From an optimization exercise on the open Yosys and OpenROAD flow, aimed at small area; shortcuts taken in it are not production practice.
Where RTL was checked, it was by simulation tests only, not by an equivalence proof against the original.
For runs 1, 4 and 5, only the layout was checked, not whether the RTL still works.
The flow treats the clock pin as an ideal source, which a real chip does not have.
Power figures rest on the tool's default switching activity, not on a simulated workload.

File: flow/config.mk
export PLATFORM = sky130hd
export DESIGN_NAME = main
export DESIGN_NICKNAME = main
export VERILOG_FILES = /design/flow/design.v
export SDC_FILE = /design/flow/constraint.sdc
export NUM_CORES = 4
export LEC_CHECK = 0
export CAP_MARGIN = 20
export CORE_MARGIN = 2
export CORE_UTILIZATION = 40
export SLEW_MARGIN = 20
File: flow/constraint.sdc
create_clock -name core_clock -period 10.0 [get_ports {clk}]
set_input_delay 2.0000 -clock core_clock [delete_from_list [all_inputs] [get_ports {clk}]]
set_output_delay 2.0000 -clock core_clock [all_outputs]
set_load 0.01 [all_outputs]
File: flow/design.v
module DigitToSeg(k, gdl, gdw, rh, tf, seg, an);
input [15:0] k;
input gdl, gdw;
input [1:0] rh;
input tf;
output reg [6:0] seg;
output reg [3:0] an;
wire [6:0] h = k[15:9];
wire z = k[9:0] == 10'd0;
wire [5:0] j = (h - 7'd1) >> 1;
wire [3:0] d;
Countdown CD(.m(j), .digit(d));
always @(*) begin
	if (gdl | (h == 7'd0 & ~z & ~tf & rh[1])) begin
		seg = 7'b1000111; an = 4'b1101;
	end else if (gdw | (h == 7'd0 & ~z & ~tf & rh[0])) begin
		seg = 7'b1000001; an = 4'b1100;
	end else if (h == 7'd0 & (z | ~tf)) begin
		seg = 7'b1111111; an = 4'b1111;
	end else if (h == 7'd0 | (~k[9] & ~z & (k[15:10] <= 6'd4))) begin
		seg = 7'b1111001; an = 4'b0111;
	end else begin
		an = 4'b1011;
		case (d)
		4'd0: seg = 7'b1000000;
		4'd1: seg = 7'b1111001;
		4'd2: seg = 7'b0100100;
		4'd3: seg = 7'b0110000;
		4'd4: seg = 7'b0011001;
		4'd5: seg = 7'b0010010;
		4'd6: seg = 7'b0000010;
		4'd7: seg = 7'b1111000;
		4'd8: seg = 7'b0000000;
		default: seg = 7'b0011000;
		endcase
	end
end
endmodule
module SevenSegment2digit(sw, count);
input [7:0] sw;
output [3:0] count;
assign count = sw[0] + sw[1] + sw[2] + sw[3] + sw[4] + sw[5] + sw[6] + sw[7];
endmodule
module Countdown(m, digit);
input [5:0] m;
output reg [3:0] digit;
always @(*) begin
	if (m < 6'd5)       digit = 4'd0;
	else if (m < 6'd10) digit = 4'd9;
	else if (m < 6'd15) digit = 4'd8;
	else if (m < 6'd20) digit = 4'd7;
	else if (m < 6'd24) digit = 4'd6;
	else if (m < 6'd29) digit = 4'd5;
	else if (m < 6'd34) digit = 4'd4;
	else if (m < 6'd39) digit = 4'd3;
	else if (m < 6'd44) digit = 4'd2;
	else if (m < 6'd49) digit = 4'd1;
	else                digit = 4'd0;
end
endmodule
module main(clk, reset, multiply, stop, Led, seg, an, sw, dp );
input reset;
input multiply;
input stop;
input clk;
input [7:0] sw;
output [7:0] Led;
output [6:0] seg;
output [3:0] an;
output dp;
reg [15:0] k;
reg        c0;
reg        f10;
reg        t1;           
reg        tf;           
reg        win;
reg        lose;
reg        gdl, gdw;     
reg  [1:0] rh;           
reg  [4:0] L;
wire run = ~win & ~lose;
wire odd_ok = k[0] ^ c0;
wire at4999  = odd_ok & (k[15:1] == 15'd2499);
wire at54999 = odd_ok & (k[15:1] == 15'd27499);
wire cur0 = (k >= 16'd50000) | (c0 & (k == 16'd49999));
wire [16:0] cy;
wire [15:0] kn;
assign cy[0] = 1'b1;
genvar i;
generate for (i = 0; i < 16; i = i + 1) begin : inc
	assign cy[i+1] = cy[i] & k[i];
	assign kn[i] = ~reset & (k[i] ^ cy[i]);
end endgenerate
wire [3:0] pc;
SevenSegment2digit P(.sw(sw), .count(pc));
DigitToSeg S(.k(k), .gdl(gdl), .gdw(gdw), .rh(rh), .tf(tf), .seg(seg), .an(an));
always @(posedge clk) begin
	k <= kn;
	t1 <= f10;
	gdl <= lose;
	gdw <= win;
	L <= multiply ? {pc, 1'b0} : {1'b0, pc};
	if (reset) begin
		tf <= t1;
		rh <= {lose, win};
		c0 <= run;
		f10 <= 1'b1;
		win <= 1'b0;
		lose <= stop & run;
	end else if (run) begin
		if (at4999)
			f10 <= 1'b0;
		if (at54999 | (stop & ~cur0))
			lose <= 1'b1;
		else if (stop)
			win <= 1'b1;
	end
end
assign Led = {3'b000, L};
assign dp = 1'b1;
endmodule
File: flow/flow/run.sh
#!/bin/bash
# Own layout flow: the standard ORFS flow (standard.sh) with these changes.
#  1. Synthesis: ORFS's synthesis with the script of its abc call replaced, in
#     three adder variants: no half/full-adder cell mapping, full adders only,
#     and ORFS's default. Each variant runs with each flow/abc_*.abc and the
#     netlist with the smallest cell area (buffers aside) is kept. Registers are
#     mapped before abc, as in the standard synthesis; the flow checks that the
#     kept netlist has the standard synthesis's registers (names and cell types)
#     and falls back to the standard synthesis if none does.
#  2. Port buffers use the smallest buffer, sky130_fd_sc_hd__buf_1.
#  3. Tie cells are not duplicated per load (SKIP_REPAIR_TIE_FANOUT).
#  4. Clock: before CTS, flow/pre_cts.tcl buffers the clock with one clock buffer
#     per group of registers (OWN_CLK_GROUPS groups by position, OWN_CLKBUF
#     cells); CTS then leaves the buffered net as it is and ORFS's CTS step goes
#     on as usual (legalisation, timing repair).
# Each tool run's full output goes to a log file of its own in the work folder.
set -euo pipefail
W=$PWD
F=$W/flow
export OWN_CLKBUF=${OWN_CLKBUF:-sky130_fd_sc_hd__clkbuf_16}
export OWN_CLK_GROUPS=${OWN_CLK_GROUPS:-1}
R=orfs/results/sky130hd/main/base
TR=results/sky130hd/main/base

regs() {  # register cell types (drive strength dropped) and names of a netlist
  grep -oE 'sky130_fd_sc_hd__[a-z0-9]*df[a-z0-9]*_[0-9]+ +[^ ]+' "$1" | sed -E 's/_[0-9]+ +/ /' | sort
}
area() {  # cell area without buffers from a synth_stat.txt
  awk '/sky130_fd_sc_hd__/ && $3 !~ /__(buf|clkbuf)_/ {s += $2} END {printf "%.3f\n", s}' "$1"
}

# standard synthesis, for its registers
bash standard.sh WORK_HOME="$W/try_std" synth > "$W/synth_std.log" 2>&1
regs "$W/try_std/$TR/1_2_yosys.v" > "$W/regs_std.txt"
test -s "$W/regs_std.txt"

# synthesis scripts: variant x abc script
names=()
for v in noadd fa both; do
  for s in "$F"/abc_*.abc; do
    n=${v}_$(basename "$s" .abc)
    sed 's#log_cmd abc {\*}$abc_args#set abc_args [lreplace $abc_args 1 1 '"$s"']; log_cmd abc {*}$abc_args#' \
      "$FLOW_HOME/scripts/synth.tcl" > "$W/synth_body_$n.tcl"
    grep -q "$s" "$W/synth_body_$n.tcl" || continue
    if [[ $v == fa ]]; then
      sed -i 's#extract_fa {\*}\[dont_use_extract_fa_args\]#extract_fa -fa#' "$W/synth_body_$n.tcl"
      grep -q "extract_fa -fa" "$W/synth_body_$n.tcl" || continue
    fi
    sed "s#source \$::env(SCRIPTS_DIR)/synth.tcl#source $W/synth_body_$n.tcl#" "$W/synth_recipe.tcl" > "$W/synth_$n.tcl"
    grep -q "synth_body_$n" "$W/synth_$n.tcl" || continue
    names+=("$n")
  done
done
adder_arg() { if [[ $1 == noadd_* ]]; then echo "ADDER_MAP_FILE="; else echo "OWN_VARIANT=$1"; fi; }

run_try() {
  local n=$1
  bash standard.sh WORK_HOME="$W/try_$n" SYNTH_SCRIPT="$W/synth_$n.tcl" "$(adder_arg "$n")" synth \
    > "$W/synth_$n.log" 2>&1 || return 0
  regs "$W/try_$n/$TR/1_2_yosys.v" > "$W/regs_$n.txt"
  if cmp -s "$W/regs_std.txt" "$W/regs_$n.txt"; then
    echo "$n $(area "$W/try_$n/reports/sky130hd/main/base/synth_stat.txt")" > "$W/area_$n.txt"
  fi
}
i=0
for n in "${names[@]}"; do
  run_try "$n" &
  i=$((i + 1))
  if (( i % ${NUM_CORES:-4} == 0 )); then wait; fi
done
wait

best=""
best_area=""
for n in "${names[@]}"; do
  [[ -s "$W/area_$n.txt" ]] || continue
  a=$(awk '{print $2}' "$W/area_$n.txt")
  echo "$n $a" >> "$W/synth_areas.txt"
  if [[ -z "$best" ]] || awk -v a="$a" -v b="$best_area" 'BEGIN {exit !(a < b)}'; then
    best=$n
    best_area=$a
  fi
done
echo "chosen: ${best:-standard}" >> "$W/synth_areas.txt"

if [[ -n "$best" ]]; then
  bash standard.sh SYNTH_SCRIPT="$W/synth_$best.tcl" "$(adder_arg "$best")" synth > "$W/synth.log" 2>&1
else
  bash standard.sh synth > "$W/synth.log" 2>&1
fi
regs "$R/1_2_yosys.v" > "$W/regs_final.txt"
cmp "$W/regs_std.txt" "$W/regs_final.txt"

bash standard.sh BUFFER_PORTS_ARGS="-buffer_cell sky130_fd_sc_hd__buf_1" SKIP_REPAIR_TIE_FANOUT=1 \
  PRE_CTS_TCL="$F/pre_cts.tcl" finish > "$W/layout.log" 2>&1
test -s out/final.def
File: flow/flow/abc_a2.abc
strash;ifraig;dc2;dch -f;amap;mfs2;strash;dch -f;amap
File: flow/flow/abc_a7.abc
strash;balance -l;resub -K 6 -l;rewrite -l;resub -K 6 -N 2 -l;refactor -l;resub -K 8 -l;balance -l;resub -K 8 -N 2 -l;rewrite -l;resub -K 10 -l;rewrite -z -l;resub -K 10 -N 2 -l;balance -l;resub -K 12 -l;refactor -z -l;resub -K 12 -N 2 -l;rewrite -z -l;balance -l;dch -f;amap;mfs2;strash;balance -l;resub -K 6 -l;rewrite -l;resub -K 6 -N 2 -l;refactor -l;resub -K 8 -l;balance -l;resub -K 8 -N 2 -l;rewrite -l;resub -K 10 -l;rewrite -z -l;resub -K 10 -N 2 -l;balance -l;resub -K 12 -l;refactor -z -l;resub -K 12 -N 2 -l;rewrite -z -l;balance -l;dch -f;amap;mfs2;strash;dch -f;amap
File: flow/flow/abc_b1.abc
strash;&get -n;&deepsyn -T 15;&put;dch -f;amap;mfs2;strash;dch -f;amap
File: flow/flow/abc_b2.abc
strash;balance -l;resub -K 6 -l;rewrite -l;resub -K 6 -N 2 -l;refactor -l;resub -K 8 -l;balance -l;resub -K 8 -N 2 -l;rewrite -l;resub -K 10 -l;rewrite -z -l;resub -K 10 -N 2 -l;balance -l;resub -K 12 -l;refactor -z -l;resub -K 12 -N 2 -l;rewrite -z -l;balance -l;balance -l;resub -K 6 -l;rewrite -l;resub -K 6 -N 2 -l;refactor -l;resub -K 8 -l;balance -l;resub -K 8 -N 2 -l;rewrite -l;resub -K 10 -l;rewrite -z -l;resub -K 10 -N 2 -l;balance -l;resub -K 12 -l;refactor -z -l;resub -K 12 -N 2 -l;rewrite -z -l;balance -l;dch -f;amap;mfs2;strash;balance -l;resub -K 6 -l;rewrite -l;resub -K 6 -N 2 -l;refactor -l;resub -K 8 -l;balance -l;resub -K 8 -N 2 -l;rewrite -l;resub -K 10 -l;rewrite -z -l;resub -K 10 -N 2 -l;balance -l;resub -K 12 -l;refactor -z -l;resub -K 12 -N 2 -l;rewrite -z -l;balance -l;dch -f;amap;mfs2;strash;dch -f;amap
File: flow/flow/abc_n3.abc
strash;balance -l;resub -K 6 -l;rewrite -l;resub -K 6 -N 2 -l;refactor -l;resub -K 8 -l;balance -l;resub -K 8 -N 2 -l;rewrite -l;resub -K 10 -l;rewrite -z -l;resub -K 10 -N 2 -l;balance -l;resub -K 12 -l;refactor -z -l;resub -K 12 -N 2 -l;rewrite -z -l;balance -l;dch -f;amap;mfs2;strash;balance -l;resub -K 6 -l;rewrite -l;resub -K 6 -N 2 -l;refactor -l;resub -K 8 -l;balance -l;resub -K 8 -N 2 -l;rewrite -l;resub -K 10 -l;rewrite -z -l;resub -K 10 -N 2 -l;balance -l;resub -K 12 -l;refactor -z -l;resub -K 12 -N 2 -l;rewrite -z -l;balance -l;&get -n;&dch -f;&nf -R 1000 -p;&put
File: flow/flow/abc_s3.abc
strash;ifraig;dc2;dch -f;map -a;mfs2;strash;dch -f;map -a;mfs2;strash;dch -f;map -a
File: flow/flow/pre_cts.tcl
# Clock buffering: the registers are split into OWN_CLK_GROUPS groups by
# position (sorted by x, equal counts); one clock buffer per group, placed at
# the group's centre, drives that group's clock pins.
set block [ord::get_db_block]
set dbu [[ord::get_db_tech] getDbUnitsPerMicron]
set regs {}
foreach inst [$block getInsts] {
  if { [[$inst getMaster] isSequential] } {
    set bb [$inst getBBox]
    lappend regs [list [expr {([$bb xMin] + [$bb xMax]) / 2}] [expr {([$bb yMin] + [$bb yMax]) / 2}] [$inst getName]]
  }
}
set regs [lsort -integer -index 0 $regs]
set n [llength $regs]
set g $::env(OWN_CLK_GROUPS)
for {set i 0} {$i < $g} {incr i} {
  set lo [expr {$i * $n / $g}]
  set hi [expr {($i + 1) * $n / $g - 1}]
  set xs 0; set ys 0; set pins {}
  foreach r [lrange $regs $lo $hi] {
    set xs [expr {$xs + [lindex $r 0]}]
    set ys [expr {$ys + [lindex $r 1]}]
    lappend pins [get_pins [lindex $r 2]/CLK]
  }
  set k [expr {$hi - $lo + 1}]
  set cx [expr {double($xs) / $k / $dbu}]
  set cy [expr {double($ys) / $k / $dbu}]
  puts "clock buffer $i at $cx $cy for $k registers"
  insert_buffer -buffer_cell $::env(OWN_CLKBUF) -net clk -load_pins $pins -location [list $cx $cy] -buffer_name clkbuf_$i -net_name clknet_$i
}
File: flow/standard.sh
#!/bin/bash
# synth_recipe.tcl (not shown) runs the flow's synth.tcl, then flattens the netlist and writes it again
# the make line also repeats each setting of config.mk as NAME=value (left out here)
make -C /OpenROAD-flow-scripts/flow DESIGN_CONFIG=/design/flow/config.mk WORK_HOME=/design/flow/orfs CLKGATE_MAP_FILE= SYNTH_SCRIPT=/design/flow/synth_recipe.tcl "${@:-finish}"
==> summary.txt, run 1 <==
outcome = no timing/DRC/antenna violations
# resized after CTS = 0
via count = 1416
vias in the first global route = 1258
die area = 0.00441 sq mm
Final Hold Vio Count = 0
Die Y = 66.4 um
gpl congestion = 0.860
unrepaired setup endpoints after global routing = false
IO Pins = 32
hold depth = 0
routed length per placed instance = 10.7 um
Reg clk slew, reported paths = 0.11 ns
Syn Inst Count = 211
Final Core Density = 46.6%
CP max FO = 6
overall routing resource usage = 15.3%
routed vias/inst = 4.99
Routed WL = 3.05 mm
later-pin clock latency in the skew report = 0.17 ns
largest net degree at the start of global routing = 32
Synth cell types = 29
antenna diode count = 0
hold_buf cts = 0
drt pass-1 iters = 4
Core Rows = 22
Period minus WS final = 4.86 ns
flops & latches, synth = 31
Seq/Total Area, Yosys = 43.1%
area grow syn2layout = 10.5%
HPWL Detailed = 2.45 mm
Nets = 250
multi-input logic area = 751 sq um
initial antenna violation count = 0
PwrDens = 127 mW/mm^2
leakage power = 0.577 nW
final global-route overflow total = 0
Yosys top cell area share = 33.4%
syn avg cell area = 7.38 sq um
sequential cell area = 671 sq um
CP Launch Type = register
Arrival @ worst endpoint = 2.86 ns
hold_ws = 0.363 ns
Antenna Nets Post-Route = 0
# setup viols final = 0
syn_nets = 223
port bufs = 27
1st-iter DRT viols = 55
fill cell count = 405
period utilization = 48.6%
Worst Hold Class = register to register
first-pass GRT wire length = 5.53 mm
Area contributors post-synth = dfxtp_1 (33%), edfxtp_1 (9.6%), nor2_1 (9.4%)
CORE AREA = 0.00369 sq mm
FMAX = 206 MHz
Slew Limit Fails = 0
Worst setup EP type = primary output
Post-CTS Setup Bufs = 0
critical path class = register to primary output
Critical Path RT = 8.00 ns
max-cap violations = 0
R2R depth = 18
Max IR drop VDD = 70.0 uV
Synth Cell Area = 0.00156 sq mm
share of layout cells above drive strength 1 = 0.847%
Die X-Extent = 66.4 um
Starting Density = 42.2%
detailed-route DRC error count = 0
Ys Warns = 3
setup TNS = 0 ns
cell accounting for the most synthesized area = dfxtp_1
clock skew = 0.00790 ns
==> synth_stat cells (all sizes together) <==
library cell  count
a221oi            1
o21ai            14
o311ai            1
and2              2
nand4             3
a211oi            9
dfxtp            26
o211a             2
o32a              1
conb              2
nor2             39
nand2            22
nor3              8
o21a              2
clkinv           28
or4               2
a21oi            20
o221ai            1
a31oi             2
o211ai            1
o22a              2
buf               4
or3               1
or2               2
o22ai             3
and3              1
o21bai            1
edfxtp            5
nand3             6
==> sequential cells by signal (all words and copies together) (netlist names) <==
register	count
k	16
L	5
rh	2
c0	1
f10	1
gdl	1
gdw	1
lose	1
t1	1
tf	1
win	1
==> cell usage in the layout (no fill, tap or decap), drive strengths merged, types with 3 or more instances in the layout <==
| cell | synthesis | layout |
|---|---|---|
| clkinv | 28 | 28 |
| nand2 | 22 | 22 |
| nor3 | 8 | 8 |
| nor2 | 39 | 39 |
| dfxtp | 26 | 26 |
| edfxtp | 5 | 5 |
| a21oi | 20 | 20 |
| nand4 | 3 | 3 |
| o22ai | 3 | 3 |
| nand3 | 6 | 6 |
| a211oi | 9 | 9 |
| buf | 4 | 28 |
| o21ai | 14 | 14 |
==> metal layers <==
metal,global-route usage (%),up-vias,routed length [um]
met5,0,-,0
met4,1.79,0,27
met3,0.681,2,89
met2,27.5,22,1420
met1,20.7,611,1510
li1,-,781,-
==> report_power, final <==
part	switching (mW)	total (mW)	internal, mW
registers	0.00257	0.135	0.133
logic	0.0224	0.0344	0.0121
clock network	0.0306	0.0492	0.0187
total	0.0555	0.219	0.163
==> path summary, 6_finish.rpt <==
check	startpoint	to	slack, ns
worst max register to register	k[0]$_DFF_P_	k[15]$_DFF_P_	6.89
worst min register to register	f10$_SDFFE_PP1P_	t1$_DFF_P_	0.36
worst min-delay path	f10$_SDFFE_PP1P_	t1$_DFF_P_	0.36
worst max-delay path	k[9]$_DFF_P_	seg[3]	5.14
==> logic make-up (layout without fill, tap and decap cells) <==
group                  after synthesis  count (layout)  share of synthesized area, %
flip-flops                          31              31                          43.1
AO/OA/AOI/OAI                       60              60                          24.0
other                                2               2                         0.482
buffers and inverters               32              57                          8.68
AND/OR/NAND/NOR                     86              86                          23.8
==> final cells by class, clock buffers not listed <==
class	instances	area share, %
Inverter	28	6.11
Multi-Input combinational cell	148	43.6
Sequential cell	31	39.0
Tap cell	48	3.49
Timing Repair Buffer	28	6.33
==> per-stage QoR <==
step,std cells,worst slack (ns),power [mW],cell area (sq um)
after global placement,283,5.37,0.173,1700
final,284,5.14,0.219,1720
after CTS,284,5.34,0.210,1720
after floorplan,211,5.79,0.162,1560
after global routing,284,4.75,0.232,1720
after detailed placement,283,5.37,0.173,1700
==> critical path, stage by stage, from the launching register on <==
cell and delay (ns):
dfxtp_1 0.45, clkinv_1 0.14, nor2_1 0.17, clkinv_1 0.13
nand2_1 0.12, a21oi_1 0.08, o21ai_0 0.23, nor3_1 0.08
o22a_1 0.24, a31oi_1 0.21, clkinv_1 0.13, o211ai_1 0.27
o21ai_0 0.16, nor2_1 0.12, buf_1 0.15
==> run 2: changes to the inputs <==
==> flow/design.v (replaced) <==
module DigitToSeg(D, seg, an);
input [3:0] D;
output reg [6:0] seg;
output reg [3:0] an;
always @(*) begin
	case (D)
	4'd0: begin seg = 7'b1000000; an = 4'b1011; end
	4'd1: begin seg = 7'b1111001; an = 4'b1011; end
	4'd2: begin seg = 7'b0010010; an = 4'b1011; end
	4'd3: begin seg = 7'b0110000; an = 4'b1011; end
	4'd4: begin seg = 7'b1000111; an = 4'b1101; end
	4'd5: begin seg = 7'b1111000; an = 4'b1011; end
	4'd6: begin seg = 7'b0000010; an = 4'b1011; end
	4'd7: begin seg = 7'b0100100; an = 4'b1011; end
	4'd8: begin seg = 7'b0000000; an = 4'b1011; end
	4'd9: begin seg = 7'b0011000; an = 4'b1011; end
	4'd10: begin seg = 7'b1111001; an = 4'b0111; end
	4'd11: begin seg = 7'b1111111; an = 4'b1111; end
	4'd12: begin seg = 7'b1000001; an = 4'b1100; end
	4'd13: begin seg = 7'b0011001; an = 4'b1011; end
	4'd14: begin seg = 7'b1111111; an = 4'b1111; end
	4'd15: begin seg = 7'b1111111; an = 4'b1111; end
	endcase
end
endmodule
module SevenSegment2digit(sw, count);
input [7:0] sw;
output [3:0] count;
assign count = sw[0] + sw[1] + sw[2] + sw[3] + sw[4] + sw[5] + sw[6] + sw[7];
endmodule
module Countdown(m, digit);
input [5:0] m;
output reg [3:0] digit;
always @(*) begin
	if (m < 6'd5) digit = 4'd0;
	else if (m < 6'd10) digit = 4'd9;
	else if (m < 6'd15) digit = 4'd8;
	else if (m < 6'd20) digit = 4'd5;
	else if (m < 6'd24) digit = 4'd6;
	else if (m < 6'd29) digit = 4'd2;
	else if (m < 6'd34) digit = 4'd13;
	else if (m < 6'd39) digit = 4'd3;
	else if (m < 6'd44) digit = 4'd7;
	else if (m < 6'd49) digit = 4'd1;
	else digit = 4'd0;
end
endmodule
module main(clk, reset, multiply, stop, Led, seg, an, sw, dp );
input reset;
input multiply;
input stop;
input clk;
input [7:0] sw;
output [7:0] Led;
output [6:0] seg;
output [3:0] an;
output dp;
reg [15:0] k;
reg        c0;
reg        f10;
reg        win;
reg        lose;
reg        t1, t2;       
reg  [3:0] D;            
reg  [4:0] L;            
wire run = ~win & ~lose;
wire [5:0] m = k[15:10];
wire odd_ok = k[0] ^ c0;
wire at4999  = odd_ok & (k[15:1] == 15'd2499);
wire at54999 = odd_ok & (k[15:1] == 15'd27499);
wire cur0 = (k >= 16'd50000) | (c0 & (k == 16'd49999));
wire ten_ev = (k[9:0] == 10'd0) & t2;
wire one_ev = k[9:0] == 10'd511;
wire [16:0] cy;
wire [15:0] kn;
assign cy[0] = 1'b1;
genvar i;
generate for (i = 0; i < 16; i = i + 1) begin : inc
	assign cy[i+1] = cy[i] & k[i];
	assign kn[i] = ~reset & (k[i] ^ cy[i]);
end endgenerate
wire [3:0] pc;
wire [3:0] digit;
Countdown CD(.m(m), .digit(digit));
SevenSegment2digit P(.sw(sw), .count(pc));
DigitToSeg S(.D(D), .seg(seg), .an(an));
always @(posedge clk) begin
	k <= kn;
	t1 <= f10;
	t2 <= t1;
	L <= multiply ? {pc, 1'b0} : {1'b0, pc};
	if (reset) begin
		c0 <= run;
		f10 <= 1'b1;
		win <= 1'b0;
		lose <= stop & run;
	end else if (run) begin
		if (at4999)
			f10 <= 1'b0;
		if (at54999 | (stop & ~cur0))
			lose <= 1'b1;
		else if (stop)
			win <= 1'b1;
	end
	if (lose)
		D <= 4'd4;
	else if (win)
		D <= 4'd12;
	else if (reset)
		D <= 4'd14;
	else if (ten_ev)
		D <= 4'd10;
	else if (one_ev)
		D <= digit;
end
assign Led = {3'b000, L};
assign dp = 1'b1;
endmodule
--- a/flow/flow/run.sh
+++ b/flow/flow/run.sh
@@ -17,8 +17,8 @@
 set -euo pipefail
 W=$PWD
 F=$W/flow
-export OWN_CLKBUF=${OWN_CLKBUF:-sky130_fd_sc_hd__clkbuf_16}
-export OWN_CLK_GROUPS=${OWN_CLK_GROUPS:-1}
+export OWN_CLKBUF=${OWN_CLKBUF:-sky130_fd_sc_hd__clkbuf_4}
+export OWN_CLK_GROUPS=${OWN_CLK_GROUPS:-3}
 R=orfs/results/sky130hd/main/base
 TR=results/sky130hd/main/base
 
==> summary.txt, run 2 <==
outcome = no timing/DRC/antenna violations
hold_buf cts = 0 (unchanged)
Arrival @ worst endpoint = 4.36 ns (+1.50 ns)
HPWL Detailed = 2.40 mm (-1.8%)
Die Y = 66.3 um (about the same)
clock skew = 0.0125 ns (+0.00463 ns)
hold depth = 0 (unchanged)
1st-iter DRT viols = 41 (-25%)
# resized after CTS = 0 (unchanged)
Seq/Total Area, Yosys = 41.2% (-1.9 points)
via count = 1422 (+0.42%)
# setup viols final = 0 (unchanged)
Synth cell types = 29 (unchanged)
mux cell area share after synthesis = 0% (unchanged)
Critical Path RT = 10.10 ns (+2.10 ns)
routed vias/inst = 5.01 (+0.42%)
antenna diode count = 0 (unchanged)
period utilization = 42.6% (-5.9 points)
launch point of the worst reg-to-reg path = k[0]$_DFF_P_
most frequent cells in the layout = nor2_1 (44), clkinv_1 (34), dfxtp_1 (29)
initial antenna violation count = 0 (unchanged)
largest registers = k (16), L (5), D (4)
Core Rows = 22 (unchanged)
Post-CTS Setup Bufs = 0 (unchanged)
Ys Warns = 3 (unchanged)
Yosys top cell area share = 37.4% (+3.9 points)
syn avg cell area = 7.40 sq um (+0.31%)
Slew Limit Fails = 0 (unchanged)
final global-route overflow total = 0 (unchanged)
Worst path most repeated cell = fa_1
routed length per placed instance = 10.6 um (-1.1%)
Top reg by flops = k
area grow syn2layout = 9.90%
worst min-delay path startpoint = t1$_DFF_P_
Placed Area = 0.00169 sq mm (-0.59%)
first-pass GRT wire length = 5.38 mm (-2.9%)
worst flop-to-flop path endpoint = k[15]$_DFF_P_
WP buf/inv = 3 (-1)
xor and xnor area share after synthesis = 0% (unchanged)
most common cell after layout, fill and taps aside = nor2_1
CP max stage delay = 0.50 ns (+0.05 ns)
Syn Inst Count = 210 (-0.47%)
Synth Area in Compound Gates = 17.9% (-6.1 points)
R2R depth = 14 (-4)
Routed WL = 3.01 mm (-1.1%)
overall routing resource usage = 14.7% (-0.57 points)
FMAX = 235 MHz (+14%)
sequential cell area = 641 sq um (-4.5%)
multi-input logic area = 756 sq um (+0.67%)
setup TNS = 0 ns (unchanged)
Tightest Pin Transition = 0.783 ns
leakage power = 0.574 nW (-0.55%)
share of layout cells above drive strength 1 = 1.27% (+0.42 points)
post-synthesis adder-cell area fraction = 5.15% (+5.2 points)
Reg clk slew, reported paths = 0.10 ns (about the same)
largest net degree at the start of global routing = 17 (-47%)
most common cell in the synthesized netlist = nor2_1
Starting Density = 42.1% (-0.068 points)
fin area = 0.00171 sq mm (-0.73%)
synth cell count leaders = nor2_1 (44), clkinv_1 (34), dfxtp_1 (29)
IO Pins = 32 (unchanged)
CP Launch Type = input port
Worst slew margin = 47.8%
Worst Hold Class = register to register
critical path class = input port to register
unrepaired setup endpoints after global routing = false
Worst setup EP type = register
fill cell count = 398 (-1.7%)
Area contributors post-synth = dfxtp_1 (37%), nor2_1 (11%), clkinv_1 (8.2%)
EDFF count, synth = 2 (-3)
syn_nets = 226 (+1.3%)
max-cap violations = 0 (unchanged)
die area = 0.00440 sq mm (-0.15%)
vias in the first global route = 1277 (+1.5%)
PwrDens = 134 mW/mm^2 (+5.2%)
met3 Use GR = 1.02% (+0.34 points)
CORE AREA = 0.00369 sq mm (unchanged)
port bufs = 27 (unchanged)
Post-Synth Simple-Gate Area = 25.1% (+1.3 points)
GRT busiest layer = met2
Die X-Extent = 66.3 um (about the same)
critical path's top delay family = adder cells
met1 usage = 19.4% (-1.2 points)
flops & latches, synth = 31 (unchanged)
critical path cell sequence = buf_1 -> o21ai_0 -> fa_1 -> fa_1 -> clkinv_1 -> fa_1 -> clkinv_1 -> fa_1 -> o22ai_1
Antenna Nets Post-Route = 0 (unchanged)
detailed-route DRC error count = 0 (unchanged)
ys flop type = dfxtp_1
max reg flops = 16 (unchanged)
r2r setup slk = 7.32 ns (+0.43 ns)
Synth Cell Area = 0.00155 sq mm (-0.16%)
Final Hold Vio Count = 0 (unchanged)
Hold Path Sink = t2$_DFF_P_
met2 Usage GRT = 27.0% (-0.50 points)
later-pin clock latency in the skew report = 0.17 ns (about the same)
gpl congestion = 0.764 (-11%)
Max stage delay cell, worst path = fa_1
drt pass-1 iters = 4 (unchanged)
post-synthesis async set-or-reset flop share = 0% (unchanged)
cell accounting for the most synthesized area = dfxtp_1
Nets = 254 (+1.6%)
Total Power = 0.228 mW (+4.4%)
CP max FO = 2 (-4)
Max IR drop VDD = 67.1 uV (-4.1%)
largest family of logic cells by synthesized area = simple AND/OR/NAND/NOR gates
Period minus WS final = 4.26 ns (-0.594 ns)
==> run 2: cell types whose count changed in the layout (fill, tap and decap cells not counted), moves of 4 or more <==
| cell | delta |
|---|---|
| clkinv_1 | +6 |
| nor2_1 | +5 |
| a21oi_1 | -7 |
| fa_1 | +4 |
| nor3_1 | +5 |
| nand2_1 | -4 |
==> run 2: worst max-delay path by stage <==
| stage | end | slack (ns) | cells past startpoint | from |
|---|---|---|---|---|
| after floorplan | L[1]$_DFF_P_ | 5.76 | 8 | sw[1] |
| after global placement | L[1]$_DFF_P_ | 5.63 | 9 | sw[1] |
| after detailed placement | L[1]$_DFF_P_ | 5.55 | 9 | sw[1] |
| after CTS | L[1]$_DFF_P_ | 5.55 | 9 | sw[1] |
| after global routing | L[1]$_DFF_P_ | 5.58 | 9 | sw[1] |
| final | L[1]$_DFF_P_ | 5.74 | 9 | sw[1] |
==> run 2: cell type report, clock buffers not listed <==
| type | count | share of cell area (%) |
|---|---|---|
| repair buffers | 27 | 5.93 |
| flip-flops and latches | 31 | 37.5 |
| multi-input cells | 141 | 44.2 |
| inverters | 34 | 7.47 |
| well taps | 48 | 3.52 |
==> run 2: stage by stage <==
stage / hold slack (ns) / util, % / setup WS [ns] / instances
floorplan: 0.310 / - / 5.76 / 210
global placement: 0.311 / 45.7 / 5.63 / 281
detailed placement: 0.322 / 45.7 / 5.55 / 281
CTS: 0.322 / 46.3 / 5.55 / 284
global route: 0.351 / 46.3 / 5.58 / 284
finish: 0.341 / 46.3 / 5.74 / 284
==> run 2: cells by family after synthesis <==
| group | Yosys count |
|---|---|
| DFF | 31 |
| AOI/OAI and AO/OA | 45 |
| other | 2 |
| and+or+nand+nor | 90 |
| buffers and inverters | 38 |
| adders and majority gates | 4 |
==> run 2: power by group <==
part | switching, mW | leakage (nW) | internal (mW) | total, mW
Clock | 0.0312 | 0.0138 | 0.0144 | 0.0456
Sequential | 0.00417 | 0.256 | 0.132 | 0.136
Combinational | 0.0295 | 0.304 | 0.0170 | 0.0465
Total | 0.0648 | 0.574 | 0.164 | 0.228
==> run 2: routing by layer <==
metal  up-vias  wire length (um)
li1        763                 -
met1       627              1430
met2        30              1440
met3         2               125
met4         0                20
met5         -                 0
==> run 3: changes to the inputs <==
--- a/flow/flow/run.sh
+++ b/flow/flow/run.sh
@@ -17,8 +17,8 @@
 set -euo pipefail
 W=$PWD
 F=$W/flow
-export OWN_CLKBUF=${OWN_CLKBUF:-sky130_fd_sc_hd__clkbuf_4}
-export OWN_CLK_GROUPS=${OWN_CLK_GROUPS:-3}
+export OWN_CLKBUF=${OWN_CLKBUF:-sky130_fd_sc_hd__clkbuf_16}
+export OWN_CLK_GROUPS=${OWN_CLK_GROUPS:-1}
 R=orfs/results/sky130hd/main/base
 TR=results/sky130hd/main/base
 
==> summary.txt, run 3 <==
Worst slew margin = 49.8% (+2.0 points)
outcome = no timing/DRC/antenna violations
largest net degree at the start of global routing = 32 (+15)
ys flop type = dfxtp_1
Top reg by flops = k
CP Launch Type = input port
fin worst setup slack = 5.74 ns (+0.00674 ns)
syn_nets = 226 (unchanged)
detailed-route DRC error count = 0 (unchanged)
area grow syn2layout = 10.1%
fill cell count = 394 (-1.0%)
drt pass-1 iters = 4 (unchanged)
initial antenna violation count = 0 (unchanged)
max-cap violations = 0 (unchanged)
worst min-delay path startpoint = t1$_DFF_P_
critical path class = input port to register
via count = 1419 (-0.21%)
Synth Cell Area = 0.00155 sq mm (unchanged)
Worst Hold Class = register to register
flops & latches, synth = 31 (unchanged)
Slew Limit Fails = 0 (unchanged)
Starting Density = 42.1% (unchanged)
Non-Filler Instances = 282 (-0.70%)
Yosys top cell area share = 37.4% (unchanged)
max reg flops = 16 (unchanged)
Final Hold Vio Count = 0 (unchanged)
Ys Warns = 3 (unchanged)
first-pass GRT wire length = 5.33 mm (-0.78%)
FMAX = 235 MHz (+0.16%)
EDFF count, synth = 2 (unchanged)
port bufs = 27 (unchanged)
Total Power = 0.232 mW (+1.5%)
1st-iter DRT viols = 34 (-17%)
period utilization = 42.6% (-0.067 points)
Worst setup EP type = register
later-pin clock latency in the skew report = 0.17 ns (about the same)
launch point of the worst reg-to-reg path = k[0]$_DFF_P_
routed vias/inst = 5.03 (+0.50%)
Tightest Pin Transition = 0.753 ns (-0.0305 ns)
fin area = 0.00171 sq mm (+0.15%)
Arrival @ worst endpoint = 4.37 ns (about the same)
Period minus WS final = 4.26 ns (-0.00674 ns)
hold_buf cts = 0 (unchanged)
most common cell after layout, fill and taps aside = nor2_1
Max IR drop VDD = 82.9 uV (+24%)
Seq/Total Area, Yosys = 41.2% (unchanged)
Placed Area = 0.00169 sq mm (unchanged)
critical path's top delay family = adder cells
final global-route overflow total = 0 (unchanged)
largest registers = k (16), L (5), D (4)
Post-CTS Setup Bufs = 0 (unchanged)
Area contributors post-synth = dfxtp_1 (37%), nor2_1 (11%), clkinv_1 (8.2%)
WP buf/inv = 3 (unchanged)
leakage power = 0.572 nW (-0.26%)
PwrDens = 136 mW/mm^2 (+1.4%)
synth cell count leaders = nor2_1 (44), clkinv_1 (34), dfxtp_1 (29)
# setup viols final = 0 (unchanged)
Core Rows = 22 (unchanged)
syn avg cell area = 7.40 sq um (unchanged)
CP max stage delay = 0.50 ns (about the same)
dpl cells = 281 (unchanged)
critical path cell sequence = buf_1 -> o21ai_0 -> fa_1 -> fa_1 -> clkinv_1 -> fa_1 -> clkinv_1 -> fa_1 -> o22ai_1
antenna diode count = 0 (unchanged)
Nets = 252 (-0.79%)
gpl congestion = 0.764 (unchanged)
HPWL Detailed = 2.40 mm (unchanged)
Max stage delay cell, worst path = fa_1
most common cell in the synthesized netlist = nor2_1
Die Y = 66.3 um (unchanged)
clock skew = 0.00580 ns (-0.00673 ns)
IO Pins = 32 (unchanged)
pre-CTS setup slack = 5.55 ns (unchanged)
# resized after CTS = 0 (unchanged)
CORE AREA = 0.00369 sq mm (unchanged)
Worst path most repeated cell = fa_1
Critical Path RT = 10.11 ns (about the same)
post-synthesis async set-or-reset flop share = 0% (unchanged)
most frequent cells in the layout = nor2_1 (44), clkinv_1 (34), dfxtp_1 (29)
routed length per placed instance = 10.7 um (+0.38%)
overall routing resource usage = 14.6% (-0.036 points)
cell accounting for the most synthesized area = dfxtp_1
Reg clk slew, reported paths = 0.11 ns (about the same)
share of layout cells above drive strength 1 = 0.427% (-0.84 points)
setup TNS = 0 ns (unchanged)
Die X-Extent = 66.3 um (unchanged)
Synth cell types = 29 (unchanged)
die area = 0.00440 sq mm (unchanged)
Syn Inst Count = 210 (unchanged)
Antenna Nets Post-Route = 0 (unchanged)
Routed WL = 3.00 mm (-0.33%)
CP Launch Point = sw[1]
unrepaired setup endpoints after global routing = false
vias in the first global route = 1268 (-0.70%)
CP max FO = 2 (unchanged)
## run 3: cell counts after synthesis
Identical to the previous run, type by type.
## run 3: logic make-up after synthesis
| family | after synthesis | synth area share (%) |
|---|---|---|
| and+or+nand+nor | 90 | 25.1 |
| AOI/OAI and AO/OA | 45 | 17.9 |
| buffers and inverters | 38 | 10.1 |
| DFF | 31 | 41.2 |
| adders and majority gates | 4 | 5.15 |
| other | 2 | 0.483 |
## run 3: power breakdown
group	internal, mW	leakage [nW]	total, mW	switching (mW)
Sequential	0.132	0.256	0.136	0.00418
Clock	0.0186	0.0123	0.0490	0.0304
Combinational	0.0170	0.304	0.0465	0.0295
Total	0.168	0.572	0.232	0.0641
## run 3: metal layers
layer  vias up  global-route usage (%)  wire length, um
li1        757                       -                -
met1       640                    19.7             1470
met2        20                    26.8             1430
met3         2                   0.681               80
met4         0                    1.28               21
met5         -                       0                0
## run 3: worst paths after layout
path / slack [ns] / cells after the start / end
worst max-delay path: 5.74 / 9 / L[1]$_DFF_P_
worst min-delay path: 0.34 / 0 / t2$_DFF_P_
worst max register to register: 7.30 / 14 / k[15]$_DFF_P_
worst min register to register: 0.34 / 0 / t2$_DFF_P_
## run 3: through the flow
stage	hold WS, ns	utilization, %
2_1_floorplan	0.310	-
3_3_place_gp	0.311	45.7
3_5_place_dp	0.322	45.7
4_1_cts	0.322	46.4
5_1_grt	0.352	46.4
6_report	0.344	46.4
## run 3: cell type report, clock buffers not listed
| cell class | count | area (sq um) | share of cell area, % |
|---|---|---|---|
| inverter | 34 | 128 | 7.46 |
| multi-input combinational | 141 | 756 | 44.2 |
| sequential | 31 | 641 | 37.5 |
| tap | 48 | 60.1 | 3.51 |
| timing repair buffer | 27 | 101 | 5.93 |
==> run 4: changes to the inputs <==
--- a/flow/design.v
+++ b/flow/design.v
@@ -26,7 +26,19 @@
 module SevenSegment2digit(sw, count);
 input [7:0] sw;
 output [3:0] count;
-assign count = sw[0] + sw[1] + sw[2] + sw[3] + sw[4] + sw[5] + sw[6] + sw[7];
+wire s1 = sw[0] ^ sw[1] ^ sw[2];
+wire c1 = (sw[0] & sw[1]) | (sw[2] & (sw[0] ^ sw[1]));
+wire s2 = sw[3] ^ sw[4] ^ sw[5];
+wire c2 = (sw[3] & sw[4]) | (sw[5] & (sw[3] ^ sw[4]));
+wire s3 = sw[6] ^ sw[7];
+wire c3 = sw[6] & sw[7];
+wire s4 = s1 ^ s2 ^ s3;
+wire c4 = (s1 & s2) | (s3 & (s1 ^ s2));
+wire s5 = c1 ^ c2 ^ c3;
+wire c5 = (c1 & c2) | (c3 & (c1 ^ c2));
+wire s6 = s5 ^ c4;
+wire c6 = s5 & c4;
+assign count = {c5 & c6, c5 ^ c6, s6, s4};
 endmodule
 module Countdown(m, digit);
 input [5:0] m;
==> summary.txt, run 4 <==
Max stage delay cell, worst path = fa_1
overall routing resource usage = 13.8% (-0.86 points)
Comb power frac = 18.8% (-1.2 points)
unrepaired setup endpoints after global routing = false
hold_buf cts = 0 (unchanged)
later-pin clock latency in the skew report = 0.17 ns (about the same)
Syn Inst Count = 202 (-3.8%)
Routed WL = 2.98 mm (-0.90%)
CORE AREA = 0.00369 sq mm (unchanged)
critical path's top delay family = adder cells
PwrDens = 136 mW/mm^2 (+0.10%)
Area contributors post-synth = dfxtp_1 (37%), nor2_1 (10%), clkinv_1 (7.0%)
most frequent cells in the layout = nor2_1 (42), dfxtp_1 (29), clkinv_1 (29)
Die Y = 66.3 um (about the same)
Die X-Extent = 66.3 um (about the same)
Post-CTS Setup Bufs = 0 (unchanged)
GRT busiest layer = met2
met1 usage = 18.0% (-1.7 points)
share of layout cells above drive strength 1 = 0.442% (+0.015 points)
ys flop type = dfxtp_1
Final Core Density = 46.3% (-0.068 points)
Seq/Total Area, Yosys = 41.3% (+0.066 points)
Top reg by flops = k
port bufs = 27 (unchanged)
IO Pins = 32 (unchanged)
Reg clk slew, reported paths = 0.12 ns (about the same)
Starting Density = 42.1% (-0.068 points)
Worst slew margin = 46.6% (-3.2 points)
Nets = 244 (-3.2%)
period utilization = 36.8% (-5.8 points)
area grow syn2layout = 10.1% (about the same)
routed vias/inst = 5.01 (-0.42%)
antenna diode count = 0 (unchanged)
Placed Area = 0.00168 sq mm (-0.15%)
Worst Hold Class = register to register
met3 Use GR = 1.02% (+0.34 points)
most common cell after layout, fill and taps aside = nor2_1
switching power = 0.0645 mW (+0.71%)
largest registers = k (16), L (5), D (4)
initial antenna violation count = 0 (unchanged)
CP max FO = 5 (+3)
Final Hold Vio Count = 0 (unchanged)
# resized after CTS = 0 (unchanged)
Max IR drop VDD = 81.4 uV (-1.9%)
EDFF count, synth = 2 (unchanged)
via count = 1373 (-3.2%)
Yosys top cell area share = 37.4% (+0.060 points)
routed length per placed instance = 10.9 um (+2.0%)
Critical Path RT = 10.08 ns (-0.03 ns)
Clock Power Share = 22.2% (+1.1 points)
max-cap violations = 0 (unchanged)
Synth cell types = 33 (+14%)
FMAX = 272 MHz (+16%)
leakage power = 0.574 nW (+0.36%)
Arrival @ worst endpoint = 3.75 ns (-0.62 ns)
largest net degree at the start of global routing = 32 (unchanged)
Period minus WS final = 3.68 ns (-0.579 ns)
Synth Cell Area = 0.00155 sq mm (-0.16%)
clock skew = 0.00208 ns (-0.00372 ns)
final global-route overflow total = 0 (unchanged)
flops & latches, synth = 31 (unchanged)
CP max stage delay = 0.54 ns (+0.04 ns)
r2r setup slk = 7.48 ns (+0.18 ns)
Non-Filler Instances = 274 (-2.8%)
post-synthesis async set-or-reset flop share = 0% (unchanged)
Worst setup EP type = register
gpl congestion = 0.801 (+4.8%)
syn avg cell area = 7.68 sq um (+3.8%)
CP Launch Type = input port
sequential power share = 59.0% (+0.2 points)
dpl cells = 273 (-2.8%)
critical path class = input port to register
synth cell count leaders = nor2_1 (42), clkinv_1 (29), dfxtp_1 (29)
Ys Warns = 3 (unchanged)
most common cell in the synthesized netlist = nor2_1
Tightest Pin Transition = 0.801 ns (+0.0477 ns)
Int Power = 0.167 mW (-0.33%)
WP buf/inv = 3 (unchanged)
outcome = no timing/DRC/antenna violations
# setup viols final = 0 (unchanged)
cell accounting for the most synthesized area = dfxtp_1
critical path cell sequence = buf_1 -> clkinv_1 -> fa_1 -> clkinv_1 -> fa_1 -> and2_0 -> o32a_1
detailed-route DRC error count = 0 (unchanged)
setup TNS = 0 ns (unchanged)
max reg flops = 16 (unchanged)
met2 Usage GRT = 25.3% (-1.5 points)
fin area = 0.00171 sq mm (-0.15%)
vias in the first global route = 1158 (-8.7%)
Core Rows = 22 (unchanged)
die area = 0.00439 sq mm (-0.15%)
Antenna Nets Post-Route = 0 (unchanged)
first-pass GRT wire length = 5.00 mm (-6.2%)
drt pass-1 iters = 4 (unchanged)
1st-iter DRT viols = 76 (+120%)
HPWL Detailed = 2.39 mm (-0.46%)
syn_nets = 218 (-3.5%)
Sw Ratio = 27.8% (+0.21 points)
Slew Limit Fails = 0 (unchanged)
## run 4: metrics by stage
step	setup WS, ns	hold slack, ns	power, mW
2_1_floorplan	6.27	0.310	0.170
3_3_place_gp	6.13	0.310	0.184
3_5_place_dp	6.10	0.312	0.184
4_1_cts	6.10	0.312	0.221
5_1_grt	6.21	0.360	0.244
6_report	6.32	0.340	0.232
## run 4: power by group through the flow
stage / Clock (mW) / Combinational (mW) / Sequential [mW]
4_1_cts: 0.0370 / 0.0440 / 0.140
3_3_place_gp: 0 / 0.0437 / 0.140
5_1_grt: 0.0565 / 0.0497 / 0.138
6_report: 0.0514 / 0.0435 / 0.137
2_1_floorplan: 0 / 0.0291 / 0.141
3_5_place_dp: 0 / 0.0438 / 0.140
## run 4: worst paths after layout
kind                      from                end  cells after the start
setup / recovery         sw[0]       L[2]$_DFF_P_                      7
hold / removal      t1$_DFF_P_         t2$_DFF_P_                      0
setup reg to reg  k[0]$_DFF_P_  D[2]$_SDFFE_PP1P_                     11
hold reg to reg     t1$_DFF_P_         t2$_DFF_P_                      0
## run 4: area by class of cell, clock buffers not listed
class                   count  area (sq um)
fillers                   391          1980
inverters                  29           109
multi-input cells         138           772
flip-flops and latches     31           641
well taps                  48          60.1
repair buffers             27           101
## run 4: worst reg2reg max path, cell delays in order, from the launching register on
cell and delay [ns]:
dfxtp_1 0.41, and3_1 0.23, nand2_1 0.11, nor2_1 0.21, nand2_1 0.11, nor2_1 0.23
nand2_1 0.11, nor2_1 0.17, nand2_1 0.18, clkinv_1 0.12, nor3_1 0.05, or4_1 0.46
## run 4: cell families (layout without fill, tap and decap cells)
kind of cell | after synthesis | count (layout) | synth area share, %
simple gates | 87 | 87 | 25.3
compound gates | 45 | 45 | 18.8
buf+inv | 33 | 57 | 8.95
flops | 31 | 31 | 41.3
fa+ha+maj | 4 | 4 | 5.16
other cells | 2 | 2 | 0.484
## run 4: per-layer routing
layer  routed length, um  up-vias
met5                   0        -
met1                1500      612
met4                  16        0
met2                1350       20
li1                    -      739
met3                 107        2
==> run 5: changes to the inputs <==
--- a/flow/flow/run.sh
+++ b/flow/flow/run.sh
@@ -1,9 +1,10 @@
 #!/bin/bash
 # Own layout flow: the standard ORFS flow (standard.sh) with these changes.
 #  1. Synthesis: ORFS's synthesis with the script of its abc call replaced, in
-#     three adder variants: no half/full-adder cell mapping, full adders only,
-#     and ORFS's default. Each variant runs with each flow/abc_*.abc and the
-#     netlist with the smallest cell area (buffers aside) is kept. Registers are
+#     two adder variants: no half/full-adder cell mapping, and full adders
+#     only. Each variant runs with each flow/abc_*.abc and the run whose netlist
+#     has the smallest cell area (buffers aside) is kept as the layout's
+#     synthesis (its results are copied, not re-run). Registers are
 #     mapped before abc, as in the standard synthesis; the flow checks that the
 #     kept netlist has the standard synthesis's registers (names and cell types)
 #     and falls back to the standard synthesis if none does.
@@ -17,8 +18,8 @@
 set -euo pipefail
 W=$PWD
 F=$W/flow
-export OWN_CLKBUF=${OWN_CLKBUF:-sky130_fd_sc_hd__clkbuf_16}
-export OWN_CLK_GROUPS=${OWN_CLK_GROUPS:-1}
+export OWN_CLKBUF=${OWN_CLKBUF:-sky130_fd_sc_hd__clkbuf_4}
+export OWN_CLK_GROUPS=${OWN_CLK_GROUPS:-3}
 R=orfs/results/sky130hd/main/base
 TR=results/sky130hd/main/base
 
@@ -36,7 +37,7 @@
 
 # synthesis scripts: variant x abc script
 names=()
-for v in noadd fa both; do
+for v in noadd fa; do
   for s in "$F"/abc_*.abc; do
     n=${v}_$(basename "$s" .abc)
     sed 's#log_cmd abc {\*}$abc_args#set abc_args [lreplace $abc_args 1 1 '"$s"']; log_cmd abc {*}$abc_args#' \
@@ -83,11 +84,15 @@
 done
 echo "chosen: ${best:-standard}" >> "$W/synth_areas.txt"
 
+mkdir -p orfs
 if [[ -n "$best" ]]; then
-  bash standard.sh SYNTH_SCRIPT="$W/synth_$best.tcl" "$(adder_arg "$best")" synth > "$W/synth.log" 2>&1
+  cp -a "$W/try_$best/." orfs/
 else
-  bash standard.sh synth > "$W/synth.log" 2>&1
+  cp -a "$W/try_std/." orfs/
 fi
+md5sum "$R/1_2_yosys.v" > "$W/synth_netlist.md5"
+bash standard.sh synth > "$W/synth.log" 2>&1
+md5sum -c "$W/synth_netlist.md5" >> "$W/synth.log" 2>&1
 regs "$R/1_2_yosys.v" > "$W/regs_final.txt"
 cmp "$W/regs_std.txt" "$W/regs_final.txt"
 
removed: flow/flow/abc_a2.abc
removed: flow/flow/abc_s3.abc
==> summary.txt, run 5 <==
outcome = no timing/DRC/antenna violations
Top reg by flops = k
Total Power = 0.227 mW (-2.2%)
area grow syn2layout = 9.92%
Arrival @ worst endpoint = 3.76 ns (about the same)
antenna diode count = 0 (unchanged)
most common cell after layout, fill and taps aside = nor2_1
overall routing resource usage = 14.0% (+0.18 points)
Worst Hold Class = register to register
worst flop-to-flop path endpoint = D[2]$_SDFFE_PP1P_
Synth Cell Area = 0.00155 sq mm (unchanged)
R2R depth = 11 (unchanged)
critical path class = input port to register
CP max FO = 5 (unchanged)
hold depth = 0 (unchanged)
post-synthesis async set-or-reset flop share = 0% (unchanged)
CP Launch Type = input port
1st-iter DRT viols = 82 (+7.9%)
vias in the first global route = 1163 (+0.43%)
Post-CTS Setup Bufs = 0 (unchanged)
Die Y = 66.3 um (unchanged)
synth cell count leaders = nor2_1 (42), clkinv_1 (29), dfxtp_1 (29)
PwrDens = 133 mW/mm^2 (-2.0%)
Starting Density = 42.1% (unchanged)
detailed-route DRC error count = 0 (unchanged)
launch point of the worst reg-to-reg path = k[0]$_DFF_P_
flops & latches, synth = 31 (unchanged)
syn_nets = 218 (unchanged)
sequential power share = 60.3% (+1.3 points)
period utilization = 36.9% (+0.15 points)
hold_buf cts = 0 (unchanged)
Slew Limit Fails = 0 (unchanged)
syn avg cell area = 7.68 sq um (unchanged)
Synth cell types = 33 (unchanged)
Syn Inst Count = 202 (unchanged)
setup TNS = 0 ns (unchanged)
# setup viols final = 0 (unchanged)
Tightest Pin Transition = 0.820 ns (+0.0197 ns)
drt pass-1 iters = 4 (unchanged)
Hold Path Sink = t2$_DFF_P_
via count = 1389 (+1.2%)
Non-Filler Instances = 276 (+0.73%)
port bufs = 27 (unchanged)
unrepaired setup endpoints after global routing = false
Reg clk slew, reported paths = 0.10 ns (-0.02 ns)
Max IR drop VDD = 110 uV (+35%)
clock skew = 0.0106 ns (+0.00853 ns)
first-pass GRT wire length = 5.04 mm (+0.70%)
Core Rows = 22 (unchanged)
Final Hold Vio Count = 0 (unchanged)
largest registers = k (16), L (5), D (4)
routed length per placed instance = 11.0 um (+0.91%)
Period minus WS final = 3.69 ns (+0.0150 ns)
Area contributors post-synth = dfxtp_1 (37%), nor2_1 (10%), clkinv_1 (7.0%)
FMAX = 271 MHz (-0.41%)
fill cell count = 394 (+0.77%)
cell accounting for the most synthesized area = dfxtp_1
EDFF count, synth = 2 (unchanged)
leakage power = 0.576 nW (+0.26%)
largest net degree at the start of global routing = 18 (-44%)
CORE AREA = 0.00369 sq mm (unchanged)
Clock Power Share = 20.4% (-1.8 points)
HPWL Detailed = 2.39 mm (unchanged)
most frequent cells in the layout = nor2_1 (42), dfxtp_1 (29), clkinv_1 (29)
routed vias/inst = 5.03 (+0.43%)
Die X-Extent = 66.3 um (unchanged)
later-pin clock latency in the skew report = 0.17 ns (about the same)
# resized after CTS = 0 (unchanged)
gpl congestion = 0.801 (unchanged)
die area = 0.00439 sq mm (unchanged)
Ys Warns = 3 (unchanged)
max reg flops = 16 (unchanged)
fin worst setup slack = 6.31 ns (-0.0150 ns)
pre-CTS setup slack = 6.10 ns (unchanged)
r2r setup slk = 7.49 ns (about the same)
Antenna Nets Post-Route = 0 (unchanged)
dpl cells = 273 (unchanged)
worst min-delay path startpoint = t1$_DFF_P_
Critical Path RT = 10.06 ns (-0.02 ns)
Nets = 246 (+0.82%)
Yosys top cell area share = 37.4% (unchanged)
share of layout cells above drive strength 1 = 1.32% (+0.87 points)
ys flop type = dfxtp_1
max-cap violations = 0 (unchanged)
IO Pins = 32 (unchanged)
switching power = 0.0638 mW (-1.1%)
most common cell in the synthesized netlist = nor2_1
Worst slew margin = 45.3% (-1.3 points)
Worst setup EP type = register
Sw Ratio = 28.1% (+0.31 points)
Comb power frac = 19.3% (+0.5 points)
initial antenna violation count = 0 (unchanged)
Seq/Total Area, Yosys = 41.3% (unchanged)
final global-route overflow total = 0 (unchanged)
Int Power = 0.163 mW (-2.6%)
Routed WL = 3.03 mm (+1.6%)
[run 5: cell types whose count changed in the layout (fill, tap and decap cells not counted)]
cell and delta:
clkbuf_4 +3, clkbuf_16 -1
[run 5: final cells by class, clock buffers not listed]
type | count | area, sq um | area share (%)
multi-input combinational | 138 | 772 | 45.3
sequential | 31 | 641 | 37.6
inverter | 29 | 109 | 6.38
timing repair buffer | 27 | 101 | 5.94
tap | 48 | 60.1 | 3.52
[run 5: worst max path at each step]
stage | from | end | slack [ns] | cells after the start
after floorplan | sw[0] | L[2]$_DFF_P_ | 6.27 | 6
after global placement | sw[0] | L[2]$_DFF_P_ | 6.13 | 7
after detailed placement | sw[0] | L[2]$_DFF_P_ | 6.10 | 7
after CTS | sw[0] | L[2]$_DFF_P_ | 6.10 | 7
after global routing | sw[0] | L[2]$_DFF_P_ | 6.20 | 8
final | sw[0] | L[2]$_DFF_P_ | 6.31 | 7
[run 5: critical path, stage by stage]
cell and delay [ns]:
buf_1 0.07, clkinv_1 0.08, fa_1 0.54, clkinv_1 0.08
fa_1 0.43, and2_0 0.21, o32a_1 0.35
[run 5: metrics by stage]
stage	hold WS (ns)	area (sq um)	util, %
finish	0.337	1710	46.2
detailed placement	0.312	1680	45.6
global route	0.360	1710	46.2
CTS	0.312	1710	46.2
floorplan	0.310	1550	-
global placement	0.310	1680	45.6
[run 5: routing by layer]
metal	vias up	part of all wire (%)	global-route usage (%)	routed length, um
met4	0	0.79	2.04	24
li1	744	-	-	-
met2	22	47	25.9	1430
met3	2	4.2	1.53	126
met5	-	0	0	0
met1	621	48	17.6	1450
[run 5: logic make-up (layout without fill, tap and decap cells)]
logic type,Yosys count,count (layout),share of synthesized area [%]
adders and majority gates,4,4,5.16
DFF,31,31,41.3
and+or+nand+nor,87,87,25.3
AOI/OAI and AO/OA,45,45,18.8
other,2,2,0.484
buffers and inverters,33,59,8.95
[run 5: power groups by stage]
stage,clock network [mW],logic (mW),registers [mW]
finish,0.0463,0.0437,0.137
global route,0.0524,0.0497,0.138
CTS,0.0331,0.0440,0.140
detailed placement,0,0.0438,0.140
global placement,0,0.0437,0.140
floorplan,0,0.0291,0.141
==> run 6: changes to the inputs <==
--- a/flow/design.v
+++ b/flow/design.v
@@ -4,20 +4,20 @@
 output reg [3:0] an;
 always @(*) begin
 	case (D)
-	4'd0: begin seg = 7'b1000000; an = 4'b1011; end
+	4'd0: begin seg = 7'b1000001; an = 4'b1100; end
 	4'd1: begin seg = 7'b1111001; an = 4'b1011; end
-	4'd2: begin seg = 7'b0010010; an = 4'b1011; end
+	4'd2: begin seg = 7'b0011001; an = 4'b1011; end
 	4'd3: begin seg = 7'b0110000; an = 4'b1011; end
-	4'd4: begin seg = 7'b1000111; an = 4'b1101; end
+	4'd4: begin seg = 7'b1000000; an = 4'b1011; end
 	4'd5: begin seg = 7'b1111000; an = 4'b1011; end
 	4'd6: begin seg = 7'b0000010; an = 4'b1011; end
 	4'd7: begin seg = 7'b0100100; an = 4'b1011; end
 	4'd8: begin seg = 7'b0000000; an = 4'b1011; end
-	4'd9: begin seg = 7'b0011000; an = 4'b1011; end
+	4'd9: begin seg = 7'b1000111; an = 4'b1101; end
 	4'd10: begin seg = 7'b1111001; an = 4'b0111; end
-	4'd11: begin seg = 7'b1111111; an = 4'b1111; end
-	4'd12: begin seg = 7'b1000001; an = 4'b1100; end
-	4'd13: begin seg = 7'b0011001; an = 4'b1011; end
+	4'd11: begin seg = 7'b0010010; an = 4'b1011; end
+	4'd12: begin seg = 7'b0011000; an = 4'b1011; end
+	4'd13: begin seg = 7'b1111111; an = 4'b1111; end
 	4'd14: begin seg = 7'b1111111; an = 4'b1111; end
 	4'd15: begin seg = 7'b1111111; an = 4'b1111; end
 	endcase
@@ -44,17 +44,17 @@
 input [5:0] m;
 output reg [3:0] digit;
 always @(*) begin
-	if (m < 6'd5) digit = 4'd0;
-	else if (m < 6'd10) digit = 4'd9;
+	if (m < 6'd5) digit = 4'd4;
+	else if (m < 6'd10) digit = 4'd12;
 	else if (m < 6'd15) digit = 4'd8;
 	else if (m < 6'd20) digit = 4'd5;
 	else if (m < 6'd24) digit = 4'd6;
-	else if (m < 6'd29) digit = 4'd2;
-	else if (m < 6'd34) digit = 4'd13;
+	else if (m < 6'd29) digit = 4'd11;
+	else if (m < 6'd34) digit = 4'd2;
 	else if (m < 6'd39) digit = 4'd3;
 	else if (m < 6'd44) digit = 4'd7;
 	else if (m < 6'd49) digit = 4'd1;
-	else digit = 4'd0;
+	else digit = 4'd4;
 end
 endmodule
 module main(clk, reset, multiply, stop, Led, seg, an, sw, dp );
@@ -115,9 +115,9 @@
 			win <= 1'b1;
 	end
 	if (lose)
-		D <= 4'd4;
+		D <= 4'd9;
 	else if (win)
-		D <= 4'd12;
+		D <= 4'd0;
 	else if (reset)
 		D <= 4'd14;
 	else if (ten_ev)
--- a/flow/flow/run.sh
+++ b/flow/flow/run.sh
@@ -92,7 +92,7 @@
 fi
 md5sum "$R/1_2_yosys.v" > "$W/synth_netlist.md5"
 bash standard.sh synth > "$W/synth.log" 2>&1
-md5sum -c "$W/synth_netlist.md5" >> "$W/synth.log" 2>&1
+md5sum -c "$W/synth_netlist.md5" >> "$W/synth.log" 2>&1 || true
 regs "$R/1_2_yosys.v" > "$W/regs_final.txt"
 cmp "$W/regs_std.txt" "$W/regs_final.txt"
 
==> flow/flow/abc_p1.abc (new file) <==
strash;&get -n;&deepsyn -T 15;&put;dch -f;amap;mfs2;strash;dch -f;&get -n;&nf -R 1000 -p -F 10 -A 10;&put
==> flow/flow/abc_p5.abc (new file) <==
strash;&get -n;&deepsyn -T 15 -S 7;&put;dch -f;amap;mfs2;strash;dch -f;amap
==> summary.txt, run 6 <==
CORE AREA = 0.00366 sq mm (-0.75%)
Max IR drop VDD = 62.1 uV (-44%)
pre-CTS setup slack = 6.13 ns (+0.0286 ns)
share of layout cells above drive strength 1 = 1.37% (+0.054 points)
PwrDens = 138 mW/mm^2 (+3.5%)
Worst slew margin = 40.6% (-4.7 points)
initial antenna violation count = 0 (unchanged)
leakage power = 0.540 nW (-6.3%)
FMAX = 244 MHz (-10%)
Post-CTS Setup Bufs = 0 (unchanged)
hold_buf cts = 0 (unchanged)
largest net degree at the start of global routing = 19 (+1)
Final Hold Vio Count = 0 (unchanged)
fill cell count = 398 (+1.0%)
Yosys top cell area share = 38.3% (+0.83 points)
dpl cells = 264 (-3.3%)
EDFF count, synth = 2 (unchanged)
syn_nets = 209 (-4.1%)
ys flop type = dfxtp_1
drt pass-1 iters = 4 (unchanged)
# setup viols final = 0 (unchanged)
Reg clk slew, reported paths = 0.11 ns (about the same)
first-pass GRT wire length = 5.55 mm (+10%)
synth cell count leaders = dfxtp_1 (29), nor2_1 (29), clkinv_1 (28)
cell accounting for the most synthesized area = dfxtp_1
Worst setup EP type = primary output
Seq/Total Area, Yosys = 42.2% (+0.92 points)
max reg flops = 16 (unchanged)
vias in the first global route = 1275 (+9.6%)
period utilization = 41.0% (+4.1 points)
via count = 1354 (-2.5%)
antenna diode count = 0 (unchanged)
gpl congestion = 0.841 (+5.0%)
Placed Area = 0.00165 sq mm (-2.0%)
Total Power = 0.230 mW (+1.4%)
Starting Density = 41.5% (-0.61 points)
CP Launch Type = register
Core Rows = 22 (unchanged)
Ys Warns = 3 (unchanged)
IO Pins = 32 (unchanged)
syn avg cell area = 7.86 sq um (+2.4%)
Area contributors post-synth = dfxtp_1 (38%), nor2_1 (7.2%), clkinv_1 (6.9%)
port bufs = 27 (unchanged)
Period minus WS final = 4.10 ns (+0.411 ns)
Synth Cell Area = 0.00152 sq mm (-2.2%)
post-synthesis async set-or-reset flop share = 0% (unchanged)
HPWL Detailed = 2.41 mm (+0.72%)
largest registers = k (16), L (5), D (4)
area grow syn2layout = 10.1%
fin worst setup slack = 5.90 ns (-0.411 ns)
routed length per placed instance = 11.4 um (+4.4%)
overall routing resource usage = 15.3% (+1.3 points)
setup TNS = 0 ns (unchanged)
Die Y = 65.6 um (-1.0%)
Slew Limit Fails = 0 (unchanged)
Routed WL = 3.06 mm (+0.96%)
most frequent cells in the layout = dfxtp_1 (29), nor2_1 (29), clkinv_1 (28)
die area = 0.00430 sq mm (-2.1%)
# resized after CTS = 0 (unchanged)
outcome = no timing/DRC/antenna violations
later-pin clock latency in the skew report = 0.17 ns (about the same)
Worst Hold Class = register to register
Antenna Nets Post-Route = 0 (unchanged)
Nets = 237 (-3.7%)
detailed-route DRC error count = 0 (unchanged)
1st-iter DRT viols = 33 (-60%)
critical path class = register to primary output
flops & latches, synth = 31 (unchanged)
Syn Inst Count = 193 (-4.5%)
Critical Path RT = 8.00 ns (-2.06 ns)
final global-route overflow total = 0 (unchanged)
Arrival @ worst endpoint = 2.10 ns (-1.66 ns)
Top reg by flops = k
Synth cell types = 31 (-6.1%)
Tightest Pin Transition = 0.880 ns (+0.0599 ns)
Non-Filler Instances = 267 (-3.3%)
clock skew = 0.00909 ns (-0.00151 ns)
fin area = 0.00167 sq mm (-2.0%)
unrepaired setup endpoints after global routing = false
routed vias/inst = 5.07 (+0.77%)
CP max FO = 7 (+2)
Die X-Extent = 65.6 um (-1.0%)
max-cap violations = 0 (unchanged)
## run 6: cell types whose count changed after synthesis, moves of 3 or more
cell	before	now
a211oi_1	8	4
o22ai_1	1	4
o21ai_0	11	15
a21oi_1	12	7
nor2_1	42	29
nor2b_1	3	0
nor3_1	10	16
nor4_1	3	0
## run 6: routing by layer
layer | part of all wire, % | vias to the layer above | wire [um] | GRT usage, %
li1 | - | 717 | - | -
met5 | 0 | - | 0 | 0
met1 | 49 | 604 | 1480 | 20.0
met4 | 0.79 | 0 | 24 | 1.30
met3 | 4.6 | 2 | 141 | 1.37
met2 | 46 | 31 | 1410 | 28.3
## run 6: stage by stage
step                      hold slack [ns]  util, %
after floorplan                     0.310        -
after global placement              0.315     45.0
after detailed placement            0.313     45.0
after CTS                           0.313     45.7
after global routing                0.357     45.7
final                               0.338     45.7
## run 6: report_power, final
part           internal, mW  total, mW  switching [mW]
sequential            0.133      0.137         0.00453
combinational        0.0176     0.0478          0.0302
clock                0.0144     0.0451          0.0307
## run 6: cell type report, clock buffers not listed
cell class / count / area (sq um) / share of cell area, %
sequential: 31 / 641 / 38.3
tap: 48 / 60.1 / 3.59
timing repair buffer: 27 / 101 / 6.06
multi-input combinational: 130 / 742 / 44.4
inverter: 28 / 105 / 6.29
## run 6: worst paths after layout
check	end	depth (start not counted)	from	slack, ns
worst max register to register	k[15]$_DFF_P_	13	k[0]$_DFF_P_	7.69
worst min-delay path	t2$_DFF_P_	0	t1$_DFF_P_	0.34
worst min register to register	t2$_DFF_P_	0	t1$_DFF_P_	0.34
worst max-delay path	seg[6]	9	D[3]$_SDFFE_PP1P_	5.90
## run 6: kinds of logic (layout without fill, tap and decap cells)
logic type	count (synthesis)	in the layout	synth area share, %
flops	31	31	42.2
buf+inv	32	58	8.90
other cells	2	2	0.495
simple gates	80	80	24.5
fa+ha+maj	4	4	5.28
compound gates	44	44	18.6
## run 6: critical path, stage by stage (launching register included)
cell	delay, ns
dfxtp_1	0.46
clkinv_1	0.18
o21ai_0	0.27
o22ai_1	0.13
a21oi_1	0.18
nand3_1	0.11
or2_0	0.23
o21ai_0	0.10
or2_0	0.13
buf_1	0.15

[afterwards: timing with drivers on the ports]
Ports are ideal in the flow. The routed layouts listed here were re-timed in OpenROAD.
Step 1 sets driving cells, clkbuf_16 on the clock port and buf_2 on the other inputs (assumed; they add their load-dependent delay and slew).
Step 2 adds t to the input delays and takes it off the output delays; t is the mean of the earliest and latest rising clock arrival at the registers after step 1. Input paths then give back, and output paths get back, about the clock's delay inside the block.
Slacks: ideal / step 1 / step 2; pairs: ideal / step 1.
run | t, ns | slack for setup (ns) | worst hold slack (ns) | clock arrival spread, ns | pins driven straight from the clock port
run 1 | 0.200 | 5.142 / 5.112 / 5.312 | 0.363 / 0.363 / 0.363 | 0.008 / 0.008 | 1
run 2 | 0.201 | 5.736 / 5.751 / 5.550 | 0.341 / 0.341 / 0.341 | 0.013 / 0.013 | 3
run 3 | 0.200 | 5.743 / 5.755 / 5.555 | 0.344 / 0.344 / 0.344 | 0.006 / 0.006 | 1
run 4 | 0.200 | 6.322 / 6.326 / 6.126 | 0.340 / 0.340 / 0.340 | 0.002 / 0.002 | 1
run 5 | 0.203 | 6.307 / 6.318 / 6.115 | 0.337 / 0.337 / 0.337 | 0.011 / 0.011 | 3
run 6 | 0.199 | 5.895 / 5.862 / 6.060 | 0.338 / 0.338 / 0.338 | 0.009 / 0.009 | 3
After both steps setup and hold are still met in every run listed. The setup slack of run 4, which loses most, moves by +0.004 ns with the drivers and by -0.196 ns with both steps.
